Background: an optimization exercise with open tools, aiming at small area. Do not read the settings as production practice.
The RTL was checked by simulation tests, not by an equivalence proof against the original design.
The clock port is modelled as an ideal driver; clocking choices that lean on that would not hold on a real chip.
Power figures rest on the tool's default switching activity, not on a simulated workload.

## project_basic
module project_basic(
    input clk,
    input clr,
    input x1,
    input x0,
    input add,
    input sub,
    input result,
    output [7:0] zero_one,
    output [7:0] sign_zero_one,
    output [3:0] led_bits,
    output [3:0] sign_led_bits
    );
    reg [3:0] a, b;
    reg [2:0] pos;       
    reg sw01;            
    localparam [10:0] DM = 11'b01010101010;
    localparam [12:0] CM = 13'b0101010101010;
    reg [10:0] dlq;      
    reg [12:0] clq;      
    wire [10:0] dl = dlq ^ DM;   
    wire [12:0] cl = clq ^ CM;   
    reg [2:0] hi;        
    reg [3:0] ans;
    reg nr, er, ifadd, ifsub;
    wire key = x1 | x0;
    wire [3:0] ca = clr ? 4'd0 : a;
    wire [3:0] cb = clr ? 4'd0 : b;
    wire [2:0] cpos = clr ? 3'd0 : pos;
    wire [10:0] cdl = clr ? 11'd0 : dl;
    wire [12:0] ccl = clr ? 13'd0 : cl;
    wire csw = ~clr & sw01;
    wire cadd = ~clr & ifadd;
    wire csub = ~clr & ifsub;
    wire dlow0 = ~|cdl[9:0];
    wire cbusy = cdl[10] | ~dlow0;
    wire dfb = cdl[10] ^ cdl[8] ^ (dlow0 & (cdl[10] | key));
    wire clow0 = ~|cl[11:0];
    wire tick = cl[12] & clow0;      
    wire cfb = ccl[12] ^ ccl[3] ^ ccl[2] ^ ccl[0] ^ (~|ccl[11:0]);
    wire nadd = ~sub & (add | cadd);
    wire nsub = sub | (~add & csub);
    wire [3:0] bx = cb ^ {4{nsub}};
    wire [4:0] c;
    wire [3:0] s;
    assign c[0] = nsub;
    genvar g;
    generate for (g = 0; g < 4; g = g + 1) begin : rca
        assign s[g] = ca[g] ^ bx[g] ^ c[g];
        assign c[g+1] = (ca[g] & bx[g]) | (ca[g] & c[g]) | (bx[g] & c[g]);
    end endgenerate
    wire ld = clr | (result & (nadd | nsub));
    wire [3:0] wbit = {cpos[1:0] == 2'd0, cpos[1:0] == 2'd1, cpos[1:0] == 2'd2, cpos[1:0] == 2'd3};
    wire [3:0] wa = {4{key & ~cpos[2]}} & wbit;
    wire [3:0] wb = {4{key & cpos[2]}} & wbit;
    wire inc = ~key & csw & ~cbusy;
    always @(posedge clk) begin
        a <= (wa & {4{x1}}) | (~wa & ca);
        b <= (wb & {4{x1}}) | (~wb & cb);
        clq <= (clr ? 13'd0 : {cl[11:0], cfb}) ^ CM;
  ...
Size: about 230 cells after synthesis, roughly 31 I/O pins.
clock: 10.0 ns
lec_check: 0
cap_margin: 20
core_margin: 2
core_utilization: 40
slew_margin: 20
standard.sh (not shown) runs the stock make flow with config.mk's settings and CLKGATE_MAP_FILE= SYNTH_SCRIPT=/design/flow/synth_recipe.tcl, a recipe that flattens the netlist after the stock synthesis.
==> flow/flow/run.sh <==
#!/bin/bash
# The standard layout (standard.sh), with these changes:
#  - synthesis maps the logic with an area-oriented ABC script (flow/abc_area.script)
#    in place of ORFS's speed script; everything else in synth_recipe.tcl is kept,
#    so the registers and their names are those of the standard synthesis
#  - each port gets the smallest buffer, buf_1
#  - clock tree synthesis uses clkbuf_8 buffers without dummy loads, and then
#    flow/post_cts.tcl downsizes each clock buffer as far as the clock-pin slew allows
# Each tool's output goes to ORFS's own logs (orfs/logs/...) and to flow_standard.log.
set -euo pipefail
W=$PWD
{
  cat <<'EOT'
proc abc {args} {
  set i [lsearch $args -script]
  if {$i >= 0} { lset args [expr {$i + 1}] $::env(MY_ABC_SCRIPT) }
  yosys abc {*}$args
}
EOT
  cat "$W/synth_recipe.tcl"
} > "$W/flow_synth.tcl"
sed -e "s|SYNTH_SCRIPT=[^ ]*|SYNTH_SCRIPT=$W/flow_synth.tcl|" "$W/standard.sh" > "$W/flow_standard.sh"
grep -q "SYNTH_SCRIPT=$W/flow_synth.tcl" "$W/flow_standard.sh"
export MY_ABC_SCRIPT=$W/flow/abc_area.script
export BUFFER_PORTS_ARGS="-buffer_cell sky130_fd_sc_hd__buf_1"
export CTS_ARGS="-sink_clustering_enable -repair_clock_nets -buf_list sky130_fd_sc_hd__clkbuf_4 -root_buf sky130_fd_sc_hd__clkbuf_4 -sink_clustering_size 10 -sink_clustering_max_diameter 30 -dont_use_dummy_load"
export POST_CTS_TCL=$W/flow/post_cts.tcl
bash "$W/flow_standard.sh" > "$W/flow_standard.log" 2>&1
==> flow/flow/abc_area.script <==
strash
dch -f
amap
topo
==> flow/flow/post_cts.tcl <==
proc my_max_clk_slew {} {
  set mx 0
  foreach pin [get_pins -hierarchical */CLK] {
    foreach p {slew_max_rise slew_max_fall} {
      set s [get_property $pin $p]
      if {$s > $mx} { set mx $s }
    }
  }
  return $mx
}

estimate_parasitics -placement
puts "post_cts: max clock-pin slew before [my_max_clk_slew]"
foreach c [get_cells clkbuf_*] {
  set orig [get_property $c ref_name]
  foreach size {1 2 4 8} {
    set cell sky130_fd_sc_hd__clkbuf_$size
    if {$cell == $orig} { break }
    replace_cell $c $cell
    estimate_parasitics -placement
    set s [my_max_clk_slew]
    if {$s <= 0.110} {
      puts "post_cts: [get_full_name $c] $orig -> $cell, max clock-pin slew $s"
      break
    }
    replace_cell $c $orig
    estimate_parasitics -placement
  }
}
puts "post_cts: max clock-pin slew after [my_max_clk_slew]"
detailed_placement
check_placement -verbose
estimate_parasitics -placement
Change:
--- a/flow/flow/run.sh
+++ b/flow/flow/run.sh
@@ -25,3 +25,3 @@
 export BUFFER_PORTS_ARGS="-buffer_cell sky130_fd_sc_hd__buf_1"
-export CTS_ARGS="-sink_clustering_enable -repair_clock_nets -buf_list sky130_fd_sc_hd__clkbuf_4 -root_buf sky130_fd_sc_hd__clkbuf_4 -sink_clustering_size 10 -sink_clustering_max_diameter 30 -dont_use_dummy_load"
+export CTS_ARGS="-sink_clustering_enable -repair_clock_nets -buf_list sky130_fd_sc_hd__clkbuf_8 -root_buf sky130_fd_sc_hd__clkbuf_8 -dont_use_dummy_load"
 export POST_CTS_TCL=$W/flow/post_cts.tcl
=> Die area is unchanged; utilization grows by 0.45 points; area after synthesis is unchanged; count of clock-buffer cells in the layout stays the same; wire length hardly moves; cell count stays the same; total power grows by 5.1%; via count is unchanged; setup slack is worse by 0.14 ns; sequential cell count is unchanged.
Change:
--- a/flow/flow/run.sh
+++ b/flow/flow/run.sh
@@ -25,3 +25,3 @@
 export BUFFER_PORTS_ARGS="-buffer_cell sky130_fd_sc_hd__buf_1"
-export CTS_ARGS="-sink_clustering_enable -repair_clock_nets -buf_list sky130_fd_sc_hd__clkbuf_8 -root_buf sky130_fd_sc_hd__clkbuf_8 -dont_use_dummy_load"
+export CTS_ARGS="-sink_clustering_enable -repair_clock_nets -buf_list sky130_fd_sc_hd__clkbuf_4 -root_buf sky130_fd_sc_hd__clkbuf_4 -sink_clustering_size 8 -sink_clustering_max_diameter 25 -sink_clustering_levels 1 -dont_use_dummy_load"
 export POST_CTS_TCL=$W/flow/post_cts.tcl
Effect:
- The changed run went through all stages and came out clean
- clock skew grows by 0.0045 ns
- area after synthesis stays the same
- power falls by 4.8%
- sequential power hardly moves
- fmax rose by 3.2%
- worst setup slack gets better by 0.14 ns
- register-to-register slack stays flat
- sequential share of layout area grows by 0.48 points
- routed wire length hardly moves
- synthesized cell count stays the same

---

## rev 12
project_basic, a different RTL version from the one above (not shown whole).
Size in the first run: ~230 cells after synthesis, about 47 flip-flops, ~31 I/O pins, ~0.0019 mm^2 of cells after synthesis.
==> flow/design.v (excerpt) <==
module project_basic(
    input clk,
    input clr,
    input x1,
    input x0,
    input add,
    input sub,
    input result,
    output [7:0] zero_one,
    output [7:0] sign_zero_one,
    output [3:0] led_bits,
    output [3:0] sign_led_bits
    );
==> flow/config.mk <==
export PLATFORM = sky130hd
export DESIGN_NAME = project_basic
export DESIGN_NICKNAME = project_basic
export VERILOG_FILES = /design/flow/design.v
export SDC_FILE = /design/flow/constraint.sdc
export NUM_CORES = 4
export LEC_CHECK = 0
export CAP_MARGIN = 20
export CORE_MARGIN = 2
export CORE_UTILIZATION = 40
export SLEW_MARGIN = 20
==> flow/constraint.sdc <==
create_clock -name core_clock -period 10.0 [get_ports {clk}]
set_input_delay 2.0000 -clock core_clock [delete_from_list [all_inputs] [get_ports {clk}]]
set_output_delay 2.0000 -clock core_clock [all_outputs]
set_load 0.01 [all_outputs]
==> flow/flow/run.sh <==
#!/bin/bash
# The standard layout (standard.sh), with these changes:
#  - synthesis maps the logic with an area-oriented ABC script (flow/abc_area.script)
#    in place of ORFS's speed script; everything else in synth_recipe.tcl is kept,
#    so the registers and their names are those of the standard synthesis
#  - each port gets the smallest buffer, buf_1
#  - clock tree synthesis uses clkbuf_4 buffers without dummy loads, and then
#    flow/post_cts.tcl resizes each clock buffer to the smallest that keeps the clock-pin slew within 118 ps
#  - flow/pre_resize.tcl replaces the buffer that placement adds after the clr port buffer by a larger port buffer
# Each tool's output goes to ORFS's own logs (orfs/logs/...) and to flow_standard.log.
set -euo pipefail
W=$PWD
{
  cat <<'EOT'
proc abc {args} {
  set i [lsearch $args -script]
  if {$i >= 0} { lset args [expr {$i + 1}] $::env(MY_ABC_SCRIPT) }
  yosys abc {*}$args
}
EOT
  cat "$W/synth_recipe.tcl"
} > "$W/flow_synth.tcl"
sed -e "s|SYNTH_SCRIPT=[^ ]*|SYNTH_SCRIPT=$W/flow_synth.tcl|" "$W/standard.sh" > "$W/flow_standard.sh"
grep -q "SYNTH_SCRIPT=$W/flow_synth.tcl" "$W/flow_standard.sh"
export MY_ABC_SCRIPT=$W/flow/abc_area.script
export BUFFER_PORTS_ARGS="-buffer_cell sky130_fd_sc_hd__buf_1"
export CTS_ARGS="-sink_clustering_enable -repair_clock_nets -buf_list sky130_fd_sc_hd__clkbuf_4 -root_buf sky130_fd_sc_hd__clkbuf_4 -sink_clustering_size 10 -sink_clustering_max_diameter 30 -dont_use_dummy_load"
export POST_CTS_TCL=$W/flow/post_cts.tcl
export PRE_RESIZE_TCL=$W/flow/pre_resize.tcl
bash "$W/flow_standard.sh" > "$W/flow_standard.log" 2>&1
==> flow/flow/abc_area.script <==
strash
rewrite -z
refactor -z
rewrite -z
balance
balance
rewrite
refactor
balance
rewrite
rewrite -z
balance
refactor -z
rewrite -z
balance
balance
rewrite
refactor
balance
rewrite
rewrite -z
balance
refactor -z
rewrite -z
balance
dch -f
amap
topo
==> flow/flow/pre_resize.tcl <==
# Sourced by ORFS's resize.tcl (PRE_RESIZE_TCL) before repair_design. A buffer
# that timing-driven global placement inserted right after an input port's
# buffer (for the high fanout of clr) is removed, and the port's buffer is
# upsized to buf_2 to drive the load itself; repair_design then checks the net.
foreach inst [get_cells -quiet place*] {
  if {![string match sky130_fd_sc_hd__buf_* [get_property $inst ref_name]]} { continue }
  set in_net [get_nets -of_objects [get_pins [get_full_name $inst]/A]]
  set drv ""
  foreach p [get_pins -of_objects $in_net] {
    if {[get_property $p direction] == "output"} { set drv [get_cells -of_objects $p] }
  }
  if {$drv == "" || ![string match input* [get_full_name $drv]]} { continue }
  puts "pre_resize: removing [get_full_name $inst], [get_full_name $drv] -> buf_2"
  remove_buffers $inst
  replace_cell $drv sky130_fd_sc_hd__buf_2
}
Other scripts of this flow, unchanged in this note and not shown: flow/flow/post_cts.tcl
Having completed the whole flow, rev 12 delivered a layout that passed the timing, DRC and antenna checks.
For rev 13, these inputs were changed with respect to rev 12:
--- a/flow/flow/run.sh
+++ b/flow/flow/run.sh
@@ -8,3 +8,2 @@
 #    flow/post_cts.tcl resizes each clock buffer to the smallest that keeps the clock-pin slew within 118 ps
-#  - flow/pre_resize.tcl replaces the buffer that placement adds after the clr port buffer by a larger port buffer
 # Each tool's output goes to ORFS's own logs (orfs/logs/...) and to flow_standard.log.
@@ -28,3 +27,2 @@
 export POST_CTS_TCL=$W/flow/post_cts.tcl
-export PRE_RESIZE_TCL=$W/flow/pre_resize.tcl
 bash "$W/flow_standard.sh" > "$W/flow_standard.log" 2>&1
--- a/flow/flow/abc_area.script
+++ b/flow/flow/abc_area.script
@@ -1,3 +1,9 @@
 strash
+balance
+rewrite
+refactor
+balance
+rewrite
 rewrite -z
+balance
 refactor -z
removed: flow/flow/pre_resize.tcl
Findings:
Sum of buffers and inverters on the critical path, rev 13 and rev 12: larger value in rev 13
Taking rev 12 as the reference, in rev 13 overall routing resource usage now sits lower, portion of total power attributed to sequential cells now sits higher, first-pass GRT wire length now sits lower.
For the area after synthesis, rev 13 came in about 1.1% lower than rev 12 did.
On logic depth of the worst setup path including buffers: rev 13 sits below rev 12.
Sort rev 13 and rev 12 by minimum period implied by the final worst setup slack, descending, and rev 13 comes first.

## afterwards: timing with drivers on the ports
No port has a modelled driver above. Below, the same layouts with a new extraction and two added sets of constraints.
Step 1 sets driving cells, clkbuf_16 on the clock port and buf_2 on the other inputs (assumed; they add their load-dependent delay and slew).
Step 2 also shifts input and output timing later by t, the mid clock arrival at the registers, as if the neighbouring blocks saw the same clock.
Three values: ideal, step 1, step 2; two values: the first two.
run	t (ns)	setup slack, ns	cell pins on the clock port's net
the first run of note 1	0.361	5.433 / 5.410 / 5.132	1
the second run of note 1	0.529	5.289 / 5.265 / 5.132	1
the third run of note 1	0.361	5.433 / 5.410 / 5.132	1
rev 12	0.387	4.987 / 4.992 / 4.605	1
rev 13	0.374	4.865 / 4.864 / 4.490	1
After both steps every run listed still meets setup and hold. The setup slack of rev 12, which loses most, moves by +0.005 ns with the drivers and by -0.382 ns with both steps.
